What follows belongs to an exercise in optimizing a design on an open flow for small area; a production flow would make more cautious choices.
Where RTL was checked, it was by simulation tests only, not by an equivalence proof against the original.
Power is estimated from default activity; no workload was simulated.

## txnum
module txnum #(
    parameter               I_CLK_FRQ = 96_000,
    parameter [20:0]        BAUD = 9600,
    parameter [0:0]         PARITY = 0,
    parameter [1:0]         STOP = 1,
    parameter [4:0]         RADIX = 10,
    parameter               SIZE = 32,
    parameter [4:0]         DIGITS = 0
) (
    input                   i_clk,
    input                   i_rst,
    input                   i_en,
    input signed [SIZE-1:0] i_data,
    output wire             o_tx,
    output wire             o_busy
);
Size in the first run: ~59 flip-flops, roughly 37 I/O pins.
export LEC_CHECK = 0
export ABC_AREA = 1
export CAP_MARGIN = 20
export CORE_MARGIN = 2
export CORE_UTILIZATION = 70
export SLEW_MARGIN = 20
create_clock -name core_clock -period 14.0 [get_ports {i_clk}]
standard.sh (not shown) runs the stock make flow with config.mk's settings and CLKGATE_MAP_FILE= SYNTH_SCRIPT=/design/flow/synth_recipe.tcl, a recipe that flattens the netlist after the stock synthesis.
==> flow/flow/run.sh <==
#!/bin/bash
# Standard layout with these changes, none of which touches the registers:
# - synthesis without adder extraction, and an area-oriented ABC script
#   (deepsyn, choices, area mapping, twice) in place of ORFS's abc_area.script;
# - plain buf_1 cells as the port buffers;
# - one clock buffer level, no dummy loads.
set -euo pipefail
export ADDER_MAP_FILE=
export BUFFER_PORTS_ARGS="-buffer_cell sky130_fd_sc_hd__buf_1"
export CTS_ARGS="-sink_clustering_enable -repair_clock_nets -dont_use_dummy_load -sink_clustering_size 100 -sink_clustering_max_diameter 1000 -buf_list sky130_fd_sc_hd__clkbuf_4"
rm -rf scripts_abc
cp -r "$FLOW_HOME/scripts" scripts_abc
printf 'strash\n&get -n\n&deepsyn -T 20\n&put\ndch -f\namap\nstrash\n&get -n\n&deepsyn -T 20\n&put\ndch -f\namap\ntopo\n' > scripts_abc/abc_area.script
SCRIPTS_DIR="$PWD/scripts_abc" bash standard.sh synth > synth.log 2>&1
bash standard.sh > standard.log 2>&1
Rerun with:
--- a/flow/design.v
+++ b/flow/design.v
@@ -20,33 +20,34 @@
                          bd[1] ^ bd[0], ~bd[0]};
     always @(posedge i_clk)
         if (i_rst)      bd <= 4'd0;
         else if (tick)  bd <= 4'd1;
         else            bd <= bd_inc;
     localparam [1:0] S_IDLE = 2'd0, S_CALC = 2'd1, S_SIGN = 2'd2, S_SEND = 2'd3;
     reg  [1:0] st;
     assign o_busy = (st != S_IDLE);
     wire idle = (st == S_IDLE);
     reg  [3:0] u;
-    reg        td, tn;           
+    reg  [1:0] ty;               
+    wire       td = ty[1] & ~ty[0];
     wire       uidle = (u == 4'd10);
     wire [3:0] u_inc = {u[3] ^ (u[2] & u[1] & u[0]), u[2] ^ (u[1] & u[0]),
                         u[1] ^ u[0], ~u[0]};
     localparam [30:0] POL = 31'h2aaaaaaa;
     reg [30:0] w;
     wire [30:0] v = w ^ POL;
     reg  [4:0] ph;               
-    reg        s;                
     reg        a0;               
     reg        ba;               
     reg  [3:0] m;                
     reg  [1:0] C;                
+    wire       s = C[1];
     reg        G;                
     reg        Zh;               
     wire [4:0] ph_inc = {ph[4] ^ (ph[3] & ph[2] & ph[1] & ph[0]),
                          ph[3] ^ (ph[2] & ph[1] & ph[0]),
                          ph[2] ^ (ph[1] & ph[0]), ph[1] ^ ph[0], ~ph[0]};
     wire ph0  = (ph == 5'd0);
     wire ph30 = (ph == 5'd30);
     wire win    = td & ((u == 4'd5 & tick) | u == 4'd6 | u == 4'd7 | u == 4'd8);
     wire bstart = ph0 & win;
     wire bact   = ba | bstart;
@@ -117,60 +118,59 @@
     wire [30:21] upo, upa;
     generate for (gi = 21; gi < 31; gi = gi + 1) begin : g_up
         wire ok = (gi == 21) ? 1'b1 : okk[gi];
         assign upo[gi] = ok & v[gi];
         assign upa[gi] = ~ok | v[gi];
     end endgenerate
     wire cmp = ~k10 & (s_eff ? (~g[21] | ~(&upa)) : (g[21] | (|upo)));
     reg f;
     always @(*) case (u)
         4'd1: f = 1'b0;
-        4'd2: f = td ? m[0] : (~tn & s);
-        4'd3: f = td ? m[1] : tn;
-        4'd4: f = td ? m[2] : (~tn & s);
-        4'd5: f = td ? m[3] : (tn | s);
-        4'd6: f = td;
-        4'd7: f = ~tn;
+        4'd2: f = ty[1] ? (~ty[0] & m[0]) : ty[0];
+        4'd3: f = ty[1] & (ty[0] | m[1]);
+        4'd4: f = ty[1] ? (~ty[0] & m[2]) : ty[0];
+        4'd5: f = ty[1] ? (ty[0] | m[3]) : ty[0];
+        4'd6: f = ty[1] & ~ty[0];
+        4'd7: f = ~(ty[1] & ty[0]);
         4'd8: f = 1'b0;
         4'd9: f = 1'b0;
         default: f = 1'b1;
     endcase
     assign o_tx = f;
     always @(posedge i_clk) begin
         if (i_rst) begin
             st <= S_IDLE;
             u  <= 4'd10;
         end else begin
             if (u == 4'd15)                 u <= 4'd0;
             else if (tick && u <= 4'd9)     u <= u_inc;
             else if (uidle && st == S_SIGN) begin
-                u <= 4'd0; td <= 1'b0; tn <= 1'b0;
+                u <= 4'd0; ty <= {1'b0, s};
             end else if (uidle && st == S_SEND) begin
-                u <= 4'd15; td <= Zh; tn <= ~Zh;
+                u <= 4'd15; ty <= {1'b1, ~Zh};
             end
             case (st)
             S_IDLE: if (i_en) st <= S_CALC;
             S_CALC: begin
                 Zh <= ~k0;
                 if (!cmp) st <= S_SIGN;
             end
             S_SIGN: st <= S_SEND;
             S_SEND: if (uidle && !Zh) st <= S_IDLE;
             endcase
         end
         if (idle) begin
             w  <= i_data[30:0] ^ POL;
-            s  <= i_data[31];
             ph <= 5'd0;
             a0 <= 1'b1;
             ba <= 1'b0;
-            C  <= 2'd0;
+            C  <= {i_data[31], 1'b0};
             m  <= 4'd0;
             G  <= 1'b0;
         end else begin
             ph <= ph30 ? 5'd0 : ph_inc;
             w[28:0] <= v[29:1] ^ POL[28:0];
             w[29]   <= ((bact & ~ph0) ? q : v[30]) ^ POL[29];
             w[30]   <= (bact ? 1'b0 : (a0 ? vb : v[0])) ^ POL[30];
             if (ph30) a0 <= 1'b0;
             ba <= bact & ~ph30;
             if (a0) begin
What happened:
- via count hardly moves
- flip-flop and latch count fell by 1
- wire length went down by 2.4%
- sequential power shrinks by about 37%
- die area is about the same
- power decreases by 53%
- core utilization is lower by 0.38 points
- sequential share of layout area came out lower by 0.46 points
- clock-buffer cell count is unchanged
- maximum frequency went down by about 16%
- synthesized area is about the same
- non-clock buffer count is lower by 1

* * *

lane 4:
Another version of the RTL of txnum (not shown whole).
For scale: roughly 380 cells after synthesis, roughly 58 flip-flops, about 2800 µm² of cells after synthesis.
export LEC_CHECK = 0
export ABC_AREA = 1
export CAP_MARGIN = 20
export CORE_MARGIN = 2
export CORE_UTILIZATION = 70
export SLEW_MARGIN = 20
create_clock -name core_clock -period 14.0 [get_ports {i_clk}]
==> flow/flow/run.sh <==
#!/bin/bash
# The standard layout (ORFS with the standard flow's config.mk), with these changes,
# none of which touches the registers (same names, count and cell types as
# the standard synthesis):
# - synthesis without Yosys adder extraction (ADDER_MAP_FILE empty), and an
#   area-oriented ABC script in place of ORFS's abc_area.script: two rounds
#   of deepsyn, choices and area mapping, the last with more area-recovery
#   iterations;
# - plain buf_1 cells as the port buffers (every port still gets one);
# - TritonCTS with clkbuf_4 only, large sink clusters and no dummy loads.
# Each step's output goes to synth.log / standard.log here, and ORFS's own
# logs to orfs/logs.
set -euo pipefail
export ADDER_MAP_FILE=
export BUFFER_PORTS_ARGS="-buffer_cell sky130_fd_sc_hd__buf_1"
export CTS_ARGS="-sink_clustering_enable -repair_clock_nets -dont_use_dummy_load -sink_clustering_size 100 -sink_clustering_max_diameter 1000 -buf_list sky130_fd_sc_hd__clkbuf_4"
rm -rf scripts_abc
cp -r "$FLOW_HOME/scripts" scripts_abc
printf 'strash\n&get -n\n&deepsyn -J 100 -T 100\n&put\ndch -f\namap\nstrash\n&get -n\n&deepsyn -J 100 -T 100\n&put\ndch -f\namap -F 10 -A 30\ntopo\n' > scripts_abc/abc_area.script
SCRIPTS_DIR="$PWD/scripts_abc" bash standard.sh synth > synth.log 2>&1
bash standard.sh > standard.log 2>&1
Input-level comparison between lane 5 and lane 4:
-- flow/design.v --
<<< lane 4, line 23
        else if (tick)  bd <= 4'd1;
        else            bd <= bd_inc;
    localparam [1:0] S_IDLE = 2'd0, S_CALC = 2'd1, S_SIGN = 2'd2, S_SEND = 2'd3;
    reg  [1:0] st;
    assign o_busy = (st != S_IDLE);
>>> lane 5, line 23
        else if (tick)  bd <= 4'd1;
        else            bd <= bd_inc;
    localparam [1:0] S_IDLE = 2'd0, S_CALC = 2'd1, S_SEND = 2'd3;
    reg  [1:0] st;
    assign o_busy = (st != S_IDLE);
<<< lane 4, line 30
    reg  [1:0] ty;               
    wire       td = ty[1] & ~ty[0];
    wire       uidle = (u == 4'd12);
    wire [3:0] u_inc = {u[3] ^ (u[2] & u[1] & u[0]), u[2] ^ (u[1] & u[0]),
                        u[1] ^ u[0], ~u[0]};
>>> lane 5, line 30
    reg  [1:0] ty;               
    wire       td = ty[1] & ~ty[0];
    wire       uidle = (u == 4'd15);
    wire [3:0] u_inc = {u[3] ^ (u[2] & u[1] & u[0]), u[2] ^ (u[1] & u[0]),
                        u[1] ^ u[0], ~u[0]};
<<< lane 4, line 49
    wire ph0  = (ph == 5'd0);
    wire ph30 = (ph == 5'd30);
    wire win    = td & ((u == 4'd7 & tick) | u == 4'd8 | u == 4'd9 | u == 4'd10);
    wire bstart = ph0 & win;
    wire bact   = ba | bstart;
>>> lane 5, line 49
    wire ph0  = (ph == 5'd0);
    wire ph30 = (ph == 5'd30);
    wire win    = td & ((u == 4'd10 & tick) | u == 4'd11 | u == 4'd12 | u == 4'd13);
    wire bstart = ph0 & win;
    wire bact   = ba | bstart;
<<< lane 4, line 125
    reg f;
    always @(*) case (u)
        4'd3:  f = 1'b0;
        4'd4:  f = ty[1] ? (~ty[0] & m[0]) : ty[0];
        4'd5:  f = ty[1] & (ty[0] | m[1]);
        4'd6:  f = ty[1] ? (~ty[0] & m[2]) : ty[0];
        4'd7:  f = ty[1] ? (ty[0] | m[3]) : ty[0];
        4'd8:  f = ty[1] & ~ty[0];
        4'd9:  f = ~(ty[1] & ty[0]);
        4'd10: f = 1'b0;
        4'd11: f = 1'b0;
        default: f = 1'b1;
    endcase
>>> lane 5, line 125
    reg f;
    always @(*) case (u)
        4'd6: f = 1'b0;
        4'd7: f = ty[1] ? (~ty[0] & m[0]) : ty[0];
        4'd8: f = ty[1] & (ty[0] | m[1]);
        4'd9: f = ty[1] ? (~ty[0] & m[2]) : ty[0];
        4'd10: f = ty[1] ? (ty[0] | m[3]) : ty[0];
        4'd11: f = ty[1] & ~ty[0];
        4'd12: f = ~(ty[1] & ty[0]);
        4'd13: f = 1'b0;
        4'd14: f = 1'b0;
        default: f = 1'b1;
    endcase
<<< lane 4, line 140
        if (i_rst) begin
            st <= S_IDLE;
            u  <= 4'd12;
        end else begin
            if (u == 4'd1 || (tick && !uidle)) u <= u_inc;
            else if (uidle && st == S_SIGN) begin
                u <= 4'd2; ty <= {1'b0, s};
            end else if (uidle && st == S_SEND) begin
                u <= 4'd1; ty <= {1'b1, ~Zh};
            end
            case (st)
>>> lane 5, line 140
        if (i_rst) begin
            st <= S_IDLE;
            u  <= 4'd15;
        end else begin
            if (st == S_CALC && !cmp && (uidle || (u == 4'd14 && tick))) begin
                u <= 4'd4; ty <= {1'b0, s};
            end else if (u == 4'd4 || (tick && !uidle)) u <= u_inc;
            else if (uidle && st == S_SEND) begin
                u <= 4'd4; ty <= {1'b1, ~Zh};
            end
            case (st)
<<< lane 4, line 152
            S_CALC: begin
                Zh <= ~k0;
                if (!cmp) st <= S_SIGN;
            end
            S_SIGN: st <= S_SEND;
            S_SEND: if (uidle && !Zh) st <= S_IDLE;
            endcase
>>> lane 5, line 152
            S_CALC: begin
                Zh <= ~k0;
                if (!cmp) st <= S_SEND;
            end
            S_SEND: if (uidle && !Zh) st <= S_IDLE;
            endcase
Lane 4 has lower worst vdd rail ir drop than lane 5.
Diff lane 5..lane 4 | starting density of the core | negligible
Relative to lane 4, lane 5 degrades highest clock frequency the design can meet.
Of the two values seen for timing startpoint of the critical path, C[1]$_DFFE_PP_ was produced by lane 5 and ph[3]$_SDFF_PP0_ by lane 4.
For area growth from synthesis to layout, lane 4 and lane 5 come out practically identical.
Summary — stage delay of the slowest cell on the critical path, lane 5 relative to lane 4: higher, by 0.14 ns.
Routed wire in lane 5 totals more than in lane 4.
There was hardly any difference in portion of total power attributed to sequential cells between lane 4 and lane 5.
Lane 4 has a higher routed length on met2 than lane 5.
Changes observed in lane 5 relative to lane 4: placed wire-length estimate after detailed placement shows an increase of about 7%, final cell count shows an increase of 7, share of power burned in combinational logic shows an increase of 0.5 points, vertical extent of the die shows no meaningful change.
No functional check of the RTL was part of any run of this note.

* * *

The RTL this note starts from:
==> flow/design.v <==
module txnum #(
    parameter               I_CLK_FRQ = 96_000,
    parameter [20:0]        BAUD = 9600,
    parameter [0:0]         PARITY = 0,
    parameter [1:0]         STOP = 1,
    parameter [4:0]         RADIX = 10,
    parameter               SIZE = 32,
    parameter [4:0]         DIGITS = 0
) (
    input                   i_clk,
    input                   i_rst,
    input                   i_en,
    input signed [SIZE-1:0] i_data,
    output wire             o_tx,
    output wire             o_busy
);
    reg  [3:0] bd;
    wire tick = bd[3] & bd[1];
    wire [3:0] bd_inc = {bd[3] ^ (bd[2] & bd[1] & bd[0]), bd[2] ^ (bd[1] & bd[0]),
                         bd[1] ^ bd[0], ~bd[0]};
    always @(posedge i_clk)
        if (i_rst)      bd <= 4'd0;
        else if (tick)  bd <= 4'd1;
        else            bd <= bd_inc;
    localparam [1:0] S_IDLE = 2'd0, S_CALC = 2'd1, S_SIGN = 2'd2, S_SEND = 2'd3;
    reg  [1:0] st;
    assign o_busy = (st != S_IDLE);
    wire idle = (st == S_IDLE);
    reg  [3:0] u;
    reg        td, tn;           
    wire       uidle = (u == 4'd10);
    wire [3:0] u_inc = {u[3] ^ (u[2] & u[1] & u[0]), u[2] ^ (u[1] & u[0]),
                        u[1] ^ u[0], ~u[0]};
    localparam [30:0] POL = 31'h2aaaaaaa;
    reg [30:0] w;
    wire [30:0] v = w ^ POL;
    reg  [4:0] ph;               
    reg        s;                
    reg        a0;               
    reg        ba;               
    reg  [3:0] m;                
    reg  [2:0] C;                
    reg        G;                
    reg        Zh;               
    wire [4:0] ph_inc = {ph[4] ^ (ph[3] & ph[2] & ph[1] & ph[0]),
                         ph[3] ^ (ph[2] & ph[1] & ph[0]),
                         ph[2] ^ (ph[1] & ph[0]), ph[1] ^ ph[0], ~ph[0]};
    wire ph0  = (ph == 5'd0);
    wire ph30 = (ph == 5'd30);
    wire win    = td & ((u == 4'd5 & tick) | u == 4'd6 | u == 4'd7 | u == 4'd8);
    wire bstart = ph0 & win;
    wire bact   = ba | bstart;
    wire seen = C[0];
    wire vb   = v[0] ^ (s & seen);                   
    wire qa   = v[28] & ~(ph == 5'd1 | ph == 5'd2);  
    wire [3:0] cq;                                   
    wire q    = cq[3];
    wire hb = bact ? q : vb;
    wire [2:0] hh = m[3:1];
    wire [2:0] hn;
    wire Gn = G | (hb & (ph >= 5'd5));
    wire ge10 = G | v[4] | (v[3] & (v[2] | v[1]));    
    assign hn[0] = (~hh[2] & ~hh[1] & ~hh[0] & hb & bact) | (~hh[2] & ~hh[1] & hh[0] & ~hb & ~bact) | (~hh[2] & ~hh[1] & hh[0] & ~hb & bact) | (~hh[2] & hh[1] & ~hh[0] & ~hb & ~bact) | (~hh[2] & hh[1] & ~hh[0] & ~hb & bact) | (~hh[2] & hh[1] & ~hh[0] & hb & ~bact) | (~hh[2] & hh[1] & hh[0] & hb & ~bact) | (hh[2] & ~hh[1] & ~hh[0] & hb & bact);
    assign hn[1] = (~hh[2] & ~hh[1] & ~hh[0] & hb & ~bact) | (~hh[2] & ~hh[1] & hh[0] & ~hb & ~bact) | (~hh[2] & ~hh[1] & hh[0] & ~hb & bact) | (~hh[2] & hh[1] & ~hh[0] & hb & ~bact) | (~hh[2] & hh[1] & ~hh[0] & hb & bact) | (hh[2] & ~hh[1] & ~hh[0] & ~hb & ~bact) | (hh[2] & ~hh[1] & ~hh[0] & ~hb & bact) | (hh[2] & ~hh[1] & ~hh[0] & hb & bact);
    assign hn[2] = (~hh[2] & ~hh[1] & hh[0] & hb & bact) | (~hh[2] & hh[1] & hh[0] & ~hb & ~bact) | (~hh[2] & hh[1] & hh[0] & ~hb & bact) | (hh[2] & ~hh[1] & ~hh[0] & hb & ~bact);
    assign cq[0] = (~C[2] & ~C[1] & ~C[0] & qa & ~v[0]) | (~C[2] & ~C[1] & C[0] & ~qa & ~v[0]) | (~C[2] & ~C[1] & C[0] & qa & ~v[0]) | (~C[2] & ~C[1] & C[0] & qa & v[0]) | (~C[2] & C[1] & ~C[0] & ~qa & ~v[0]) | (~C[2] & C[1] & ~C[0] & ~qa & v[0]) | (~C[2] & C[1] & ~C[0] & qa & v[0]) | (~C[2] & C[1] & C[0] & ~qa & v[0]) | (C[2] & ~C[1] & ~C[0] & qa & ~v[0]);
    assign cq[1] = (~C[2] & C[1] & ~C[0] & qa & ~v[0]) | (~C[2] & C[1] & C[0] & ~qa & ~v[0]) | (~C[2] & C[1] & C[0] & qa & ~v[0]) | (~C[2] & C[1] & C[0] & qa & v[0]) | (C[2] & ~C[1] & ~C[0] & ~qa & ~v[0]) | (C[2] & ~C[1] & ~C[0] & ~qa & v[0]) | (C[2] & ~C[1] & ~C[0] & qa & ~v[0]) | (C[2] & ~C[1] & ~C[0] & qa & v[0]);
    assign cq[2] = 1'b0;
    assign cq[3] = (~C[2] & ~C[1] & ~C[0] & ~qa & v[0]) | (~C[2] & ~C[1] & ~C[0] & qa & ~v[0]) | (~C[2] & ~C[1] & C[0] & ~qa & ~v[0]) | (~C[2] & ~C[1] & C[0] & qa & v[0]) | (~C[2] & C[1] & ~C[0] & ~qa & v[0]) | (~C[2] & C[1] & ~C[0] & qa & ~v[0]) | (~C[2] & C[1] & C[0] & ~qa & ~v[0]) | (~C[2] & C[1] & C[0] & qa & v[0]) | (C[2] & ~C[1] & ~C[0] & ~qa & v[0]) | (C[2] & ~C[1] & ~C[0] & qa & ~v[0]);
    wire [10:0] ck;
    genvar gi;
    generate for (gi = 0; gi < 11; gi = gi + 1) begin : g_ck
        assign ck[gi] = (ph == gi);
    end endgenerate
    wire [20:0] p5;
    assign p5[0] = 1'b1;
    assign p5[1] = 1'b0;
    assign p5[2] = ck[1] | ck[3] | ck[5] | ck[7] | ck[9];
    assign p5[3] = ck[2] | ck[3] | ck[6] | ck[7];
    assign p5[4] = ck[2] | ck[3] | ck[4] | ck[5];
    assign p5[5] = ck[3] | ck[4] | ck[5] | ck[7] | ck[8] | ck[9];
    assign p5[6] = ck[3] | ck[4] | ck[8] | ck[9];
    assign p5[7] = ck[8];
    assign p5[8] = ck[6] | ck[7] | ck[8] | ck[9];
    assign p5[9] = ck[4];
    assign p5[10] = ck[5] | ck[6] | ck[8] | ck[9];
    assign p5[11] = ck[5] | ck[6] | ck[9];
    assign p5[12] = ck[6] | ck[7] | ck[8];
    assign p5[13] = ck[6] | ck[7] | ck[8];
    assign p5[14] = ck[8] | ck[9];
    assign p5[15] = ck[8] | ck[9];
    assign p5[16] = ck[7] | ck[8] | ck[9];
    assign p5[17] = 1'b0;
    assign p5[18] = ck[8] | ck[9];
    assign p5[19] = ck[9];
    assign p5[20] = ck[9];
    wire s_eff = s & ~ph0;
    wire [21:0] g;
    assign g[0] = s_eff ? seen : 1'b1;
    assign g[1] = v[0] & g[0];
    generate for (gi = 1; gi < 21; gi = gi + 1) begin : g_cmp
        wire t = p5[gi] ^ ~s_eff;
        assign g[gi+1] = (v[gi] & g[gi]) | (v[gi] & t) | (g[gi] & t);
    end endgenerate
    wire [30:21] upo, upa;
    generate for (gi = 21; gi < 31; gi = gi + 1) begin : g_up
        wire ok = (ph <= 30 - gi);
        assign upo[gi] = ok & v[gi];
        assign upa[gi] = ~ok | v[gi];
    end endgenerate
    wire cmp = ~ck[10] & (s_eff ? (~g[21] | ~(&upa)) : (g[21] | (|upo)));
    reg f;
    always @(*) case (u)
        4'd1: f = 1'b0;
        4'd2: f = td ? m[0] : (~tn & s);
        4'd3: f = td ? m[1] : tn;
        4'd4: f = td ? m[2] : (~tn & s);
        4'd5: f = td ? m[3] : (tn | s);
        4'd6: f = td;
        4'd7: f = ~tn;
        4'd8: f = 1'b0;
        4'd9: f = 1'b0;
        default: f = 1'b1;
    endcase
    assign o_tx = f;
    always @(posedge i_clk) begin
        if (i_rst) begin
            st <= S_IDLE;
            u  <= 4'd10;
        end else begin
            if (u == 4'd15)                 u <= 4'd0;
            else if (tick && u <= 4'd9)     u <= u_inc;
            else if (uidle && st == S_SIGN) begin
                u <= 4'd0; td <= 1'b0; tn <= 1'b0;
            end else if (uidle && st == S_SEND) begin
                u <= 4'd15; td <= Zh; tn <= ~Zh;
            end
            case (st)
            S_IDLE: if (i_en) st <= S_CALC;
            S_CALC: begin
                Zh <= ~ph0;
                if (!cmp) st <= S_SIGN;
            end
            S_SIGN: st <= S_SEND;
            S_SEND: if (uidle && !Zh) st <= S_IDLE;
            endcase
        end
        if (idle) begin
            w  <= i_data[30:0] ^ POL;
            s  <= i_data[31];
            ph <= 5'd0;
            a0 <= 1'b1;
            ba <= 1'b0;
            C  <= 3'd0;
            m  <= 4'd0;
            G  <= 1'b0;
        end else begin
            ph <= ph30 ? 5'd0 : ph_inc;
            w[28:0] <= v[29:1] ^ POL[28:0];
            w[29]   <= ((bact & ~ph0) ? q : v[30]) ^ POL[29];
            w[30]   <= (bact ? 1'b0 : (a0 ? vb : v[0])) ^ POL[30];
            if (ph30) a0 <= 1'b0;
            ba <= bact & ~ph30;
            if (a0) begin
                C[0] <= seen | v[0];
                if (ph0) m[0] <= vb;
                else     m[3:1] <= hn;
                G <= Gn;
            end else if (bact) begin
                if (ph0) begin
                    C <= m[3:1];
                    m[3:1] <= 3'd0;
                    G <= 1'b0;
                    Zh <= ge10;
                end else begin
                    C <= cq[2:0];
                    if (ph == 5'd1) m[0] <= q;
                    else            m[3:1] <= hn;
                    G <= Gn;
                end
            end
        end
    end
endmodule
Settings: LEC_CHECK=0, ABC_AREA=1, CAP_MARGIN=20, CORE_MARGIN=2, CORE_UTILIZATION=40, SLEW_MARGIN=20; clock period 14.0 ns.
==> flow/flow/run.sh <==
#!/bin/bash
# Standard layout with these changes, none of which touches the registers:
# - synthesis without adder extraction, and an area-oriented ABC script
#   (deepsyn, choices, area mapping) in place of ORFS's abc_area.script;
# - plain buf_1 cells as the port buffers;
# - one clock buffer level, no dummy loads.
set -euo pipefail
export ADDER_MAP_FILE=
export BUFFER_PORTS_ARGS="-buffer_cell sky130_fd_sc_hd__buf_1"
export CTS_ARGS="-sink_clustering_enable -repair_clock_nets -dont_use_dummy_load -sink_clustering_size 100 -sink_clustering_max_diameter 1000 -buf_list sky130_fd_sc_hd__clkbuf_4"
rm -rf scripts_abc
cp -r "$FLOW_HOME/scripts" scripts_abc
printf 'strash\n&get -n\n&deepsyn -T 20\n&put\ndch -f\namap\ntopo\n' > scripts_abc/abc_area.script
SCRIPTS_DIR="$PWD/scripts_abc" bash standard.sh synth > synth.log 2>&1
bash standard.sh > standard.log 2>&1
The baseline finished clean.
Rerun with:
--- a/flow/design.v
+++ b/flow/design.v
@@ -30,11 +30,9 @@
     reg        td, tn;           
     wire       uidle = (u == 4'd10);
     wire [3:0] u_inc = {u[3] ^ (u[2] & u[1] & u[0]), u[2] ^ (u[1] & u[0]),
                         u[1] ^ u[0], ~u[0]};
-    localparam [30:0] POL = 31'h2aaaaaaa;
-    reg [30:0] w;
-    wire [30:0] v = w ^ POL;
+    reg [30:0] v;                
     reg  [4:0] ph;               
     reg        s;                
     reg        a0;               
     reg        ba;               
@@ -145,9 +143,9 @@
             S_SEND: if (uidle && !Zh) st <= S_IDLE;
             endcase
         end
         if (idle) begin
-            w  <= i_data[30:0] ^ POL;
+            v  <= i_data[30:0];
             s  <= i_data[31];
             ph <= 5'd0;
             a0 <= 1'b1;
             ba <= 1'b0;
@@ -155,11 +153,11 @@
             m  <= 4'd0;
             G  <= 1'b0;
         end else begin
             ph <= ph30 ? 5'd0 : ph_inc;
-            w[28:0] <= v[29:1] ^ POL[28:0];
-            w[29]   <= ((bact & ~ph0) ? q : v[30]) ^ POL[29];
-            w[30]   <= (bact ? 1'b0 : (a0 ? vb : v[0])) ^ POL[30];
+            v[28:0] <= v[29:1];
+            v[29]   <= (bact & ~ph0) ? q : v[30];
+            v[30]   <= bact ? 1'b0 : (a0 ? vb : v[0]);
             if (ph30) a0 <= 1'b0;
             ba <= bact & ~ph30;
             if (a0) begin
                 C[0] <= seen | v[0];
Effect: The changed run ran to the end with no violations. Wire length climbs by 8.5%. Die area goes up by about 4%. Total power is lower by about 30%. Via count rises by 2.0%. Sequential share of layout area falls by 1.1 points. Clock-buffer cell count stays the same. Non-clock buffer count is lower by 1. Design area rose by 3.1%. Core utilization went up by 0.66 points. Maximum frequency decreases by about 15%. Worst hold slack loses 10 ps. Cell count grows by 2.9%.
Function not checked in the second run of this note: the RTL went through the layout flow alone.

## afterwards: timing with drivers on the ports
No port has a modelled driver above. Below, the same layouts with a new extraction and two added sets of constraints. Step 1 assumes that a clkbuf_16 drives the clock port and a buf_2 every other input. Step 2 times the ports against the registers' clock, not the clock port: input delays grow and output delays shrink by t, the midpoint of the rising clock arrivals with the driver on. Three values: ideal, step 1, step 2; two values: the first two.
| run | t, ns | setup slack, ns | worst setup path after step 2 | clock arrival spread, ns |
|---|---|---|---|---|
| the first run of note 1 | 0.417 | 9.302 / 9.275 / 9.693 | register to output | 0.020 / 0.019 |
| the second run of note 1 | 0.408 | 8.417 / 8.392 / 8.800 | register to output | 0.016 / 0.016 |
| lane 4 | 0.424 | 8.863 / 8.839 / 8.863 | register to register | 0.020 / 0.020 |
| lane 5 | 0.420 | 8.210 / 8.210 / 8.210 | register to register | 0.016 / 0.016 |
| the first run of note 3 | 0.419 | 9.145 / 9.145 / 9.145 | register to register | 0.024 / 0.025 |
| the second run of note 3 | 0.433 | 8.297 / 8.297 / 8.297 | register to register | 0.015 / 0.015 |
After both steps every run listed still meets setup and hold.
